This is an optimization exercise on Yosys and OpenROAD, whose aim is small area, a short achievable clock period and few clock cycles per item, not a production implementation. Only simulation tests tie the RTL to the original design; equivalence was not proved. No activity file was given, so power comes from the tool's default toggle rates.

// divider
module divider #
(
    parameter   [16:0] REGMASK = (17'b1_1111_1111_1110_1000)
)(
    input           i_rstn          ,
    input           i_sclk          ,
    input           i_input_valid   ,
    input   [15:0]  i_dividend      ,
    input   [15:0]  i_divisor       ,
    output          o_output_valid  ,
    output  [15:0]  o_quotient      ,
    output  [15:0]  o_remainder
);
    wire    [15:0]  w_rem [0:16];
    wire    [15:0]  w_aq  [0:16];    
    wire    [15:0]  w_dvs [0:16];
    wire    [16:0]  w_vld;
    wire    [15:0]  s_rem [0:16];
    wire    [15:0]  s_aq  [0:16];
    wire    [15:0]  s_dvs [0:16];
    wire    [16:0]  s_vld;
    assign w_rem[0] = 16'd0;
    assign w_aq[0]  = i_dividend;
    assign w_dvs[0] = i_divisor;
    assign w_vld[0] = i_input_valid;
    genvar k;
    generate for (k = 0; k <= 16; k = k + 1) begin : stage
        if (k >= 1) begin : row
            wire    [k-1:0] x  = (k == 1) ? s_aq[k-1][15] : {s_rem[k-1][k-2 >= 0 ? k-2 : 0:0], s_aq[k-1][15]};
            wire    [k-1:0] bl = s_dvs[k-1][k-1:0];
            localparam integer L = 7;                  
            wire    [k-1:0] gi = x & ~bl;            
            wire    [k-1:0] ti = x | ~bl;            
            wire    [k-1:0] gg [0:L];
            wire    [k-1:0] pp [0:L];
  ...
For scale: about 1900 cells after synthesis, roughly 68 I/O pins, ~18000 um^2 of cells after synthesis.
==> flow/config.mk <==
export PLATFORM = sky130hd
export DESIGN_NAME = divider
export DESIGN_NICKNAME = divider
export VERILOG_FILES = /design/flow/design.v
export SDC_FILE = /design/flow/constraint.sdc
export NUM_CORES = 4
export LEC_CHECK = 0
export ABC_AREA = 1
export CAP_MARGIN = 20
export CORE_MARGIN = 2
export CORE_UTILIZATION = 45
export CTS_CLUSTER_DIAMETER = 80
export CTS_CLUSTER_SIZE = 30
export GPL_ROUTABILITY_DRIVEN = 0
export GPL_TIMING_DRIVEN = 0
export PLACE_DENSITY = 0.6
export SETUP_SLACK_MARGIN = 3.3
export SLEW_MARGIN = 20
==> flow/constraint.sdc <==
create_clock -name core_clock -period 5.5 [get_ports {i_sclk}]
set_input_delay 1.1000 -clock core_clock [delete_from_list [all_inputs] [get_ports {i_sclk}]]
set_output_delay 1.1000 -clock core_clock [all_outputs]
set_load 0.01 [all_outputs]
standard.sh (not shown) runs the stock make flow with config.mk's settings and CLKGATE_MAP_FILE= SYNTH_SCRIPT=/design/flow/synth_recipe.tcl, a recipe that flattens the netlist after the stock synthesis.
==> flow/flow/run.sh <==
#!/bin/bash
# Standard synthesis, unchanged; then the standard layout with port buffers
# that the resizer may resize (no footprint matching).
set -e
bash standard.sh synth > synth.log 2>&1
bash standard.sh MATCH_CELL_FOOTPRINT=0 "BUFFER_PORTS_ARGS=-buffer_cell sky130_fd_sc_hd__buf_4" finish > layout.log 2>&1
The first run ran to the end with no violations.
Testbench counts at the start, summed over its fixed seeds: cycles 16,104, items 16,000.
==> next run, changes <==
Settings changed: CORE_UTILIZATION 45 to 55, GPL_ROUTABILITY_DRIVEN 0 to default, GPL_TIMING_DRIVEN 0 to default, PLACE_DENSITY 0.6 to 0.7.
The new run completed with no timing, DRC or antenna violations. Utilization grows by 11 points. Clock-buffer cell count stays the same. Hold slack is about the same.
==> next run, changes <==
==> flow/flow/run.sh (replaced) <==
#!/bin/bash
# Standard synthesis, unchanged; then the standard layout with port buffers
# that the resizer may resize (no footprint matching): buf_4 on outputs,
# buf_2 on inputs. Each step's output goes to its own log here.
set -e
bash standard.sh synth > synth.log 2>&1
bash standard.sh MATCH_CELL_FOOTPRINT=0 "PRE_GLOBAL_PLACE_TCL=$PWD/flow/pre_gpl.tcl" finish > layout.log 2>&1
==> flow/flow/pre_gpl.tcl (new file) <==
# Output ports get a buf_4 each; the input ports then get a buf_2 each
# (global_place.tcl runs buffer_ports with BUFFER_PORTS_ARGS after this hook).
buffer_ports -outputs -buffer_cell sky130_fd_sc_hd__buf_4
set ::env(BUFFER_PORTS_ARGS) "-inputs -buffer_cell sky130_fd_sc_hd__buf_2"
Settings changed: CORE_UTILIZATION 55 to 45, PLACE_DENSITY 0.7 to 0.6.
Routed wire length came out higher by 4.9%.
Total power came out higher by 2.0%.
Final cell count came out higher by 3.6%.
Setup slack is worse by 0.042 ns.
Die area came out higher by 22%.
Core utilization came out lower by 12 points.
Clock-buffer cell count came out higher by 3.
Global-route usage came out lower by 2.3 points.
==> next run, changes <==
==> flow/flow/run.sh (replaced) <==
#!/bin/bash
# Standard synthesis, unchanged; then the standard layout with port buffers
# that the resizer may resize (no footprint matching).
set -e
bash standard.sh synth > synth.log 2>&1
bash standard.sh MATCH_CELL_FOOTPRINT=0 "BUFFER_PORTS_ARGS=-buffer_cell sky130_fd_sc_hd__buf_4" finish > layout.log 2>&1
Settings changed: SETUP_SLACK_MARGIN 3.3 to 3.36.
removed: flow/flow/pre_gpl.tcl
Effect:
- The new run ran to the end with no violations
- critical path depth fell by 11
- first-iteration DRC count rose by a few percent
- area after synthesis does not change
- flip-flop and latch count stays the same
- total power rose by a few percent
- worst setup slack gets better by 0.035 ns
- clock skew rose by 0.0044 ns
- register-to-register slack gets better by 0.04 ns
- core utilization rose by 1.6 points
==> next run, changes <==
Settings changed: CORE_UTILIZATION 45 to 40, PLACE_DENSITY 0.6 to 0.5, SETUP_SLACK_MARGIN 3.36 to 3.3.
Result:
- global-route usage went down by 1.2 points
- synthesized cell count is unchanged
- final area went up by 0.31%
- routed wire length went up by 5.3%
- via count went down by 0.36%
- combinational power went down by 3.1%
- maximum frequency went down by 0.99%
- power went up by 3.0%
- sequential power is about the same
==> next run, changes <==
Settings changed: CORE_UTILIZATION 40 to 50, GPL_TIMING_DRIVEN from default to 0, PLACE_DENSITY 0.5 to 0.65.
The new run finished clean.
Via count is lower slightly.
Register-to-register slack is about the same.
Utilization came out higher by 11 points.
Final cell count came out lower by a few percent.
Sequential power is about the same.
Setup slack gains 0.017 ns.
Non-clock buffer count shrinks by 8.
Maximum frequency goes up slightly.
Global-route usage went up by 2.5 points.
Sequential share of layout area climbs by 1.6 points.
Routed wire length falls by a few percent.

## static timing again, ports no longer ideal
In the flow no input, the clock included, has a driving cell. The finished layouts below were timed again as built, in two steps. Step 1 (the two cells are an assumption about what drives the block):
set clk [get_ports {i_sclk}]
set_driving_cell -lib_cell sky130_fd_sc_hd__clkbuf_16 $clk
set_driving_cell -lib_cell sky130_fd_sc_hd__buf_2 [delete_from_list [all_inputs] $clk]
Step 2, shift: input delay + t, output delay - t, t = (earliest + latest rising clock arrival at the registers) / 2. This alone moves slack from input paths to output paths. a / b / c = no drivers / after step 1 / after step 2; a / b = the first two.
run	shift t [ns]	slack for setup (ns)	hold slack, ns
the first run	0.608	3.324 / 3.275 / 2.789	0.326 / 0.323 / 0.326
the second run	0.604	3.330 / 3.280 / 2.769	0.326 / 0.326 / 0.326
the third run	0.615	3.288 / 3.322 / 2.708	0.323 / 0.323 / 0.323
the fourth run	0.615	3.323 / 3.272 / 2.762	0.330 / 0.317 / 0.330
the fifth run	0.639	3.301 / 3.247 / 2.774	0.325 / 0.295 / 0.330
the sixth run	0.602	3.318 / 3.283 / 2.742	0.329 / 0.329 / 0.329
After both steps every run listed still meets setup and hold. The setup slack of the third run, which loses most, moves by +0.034 ns with the drivers and by -0.580 ns with both steps.
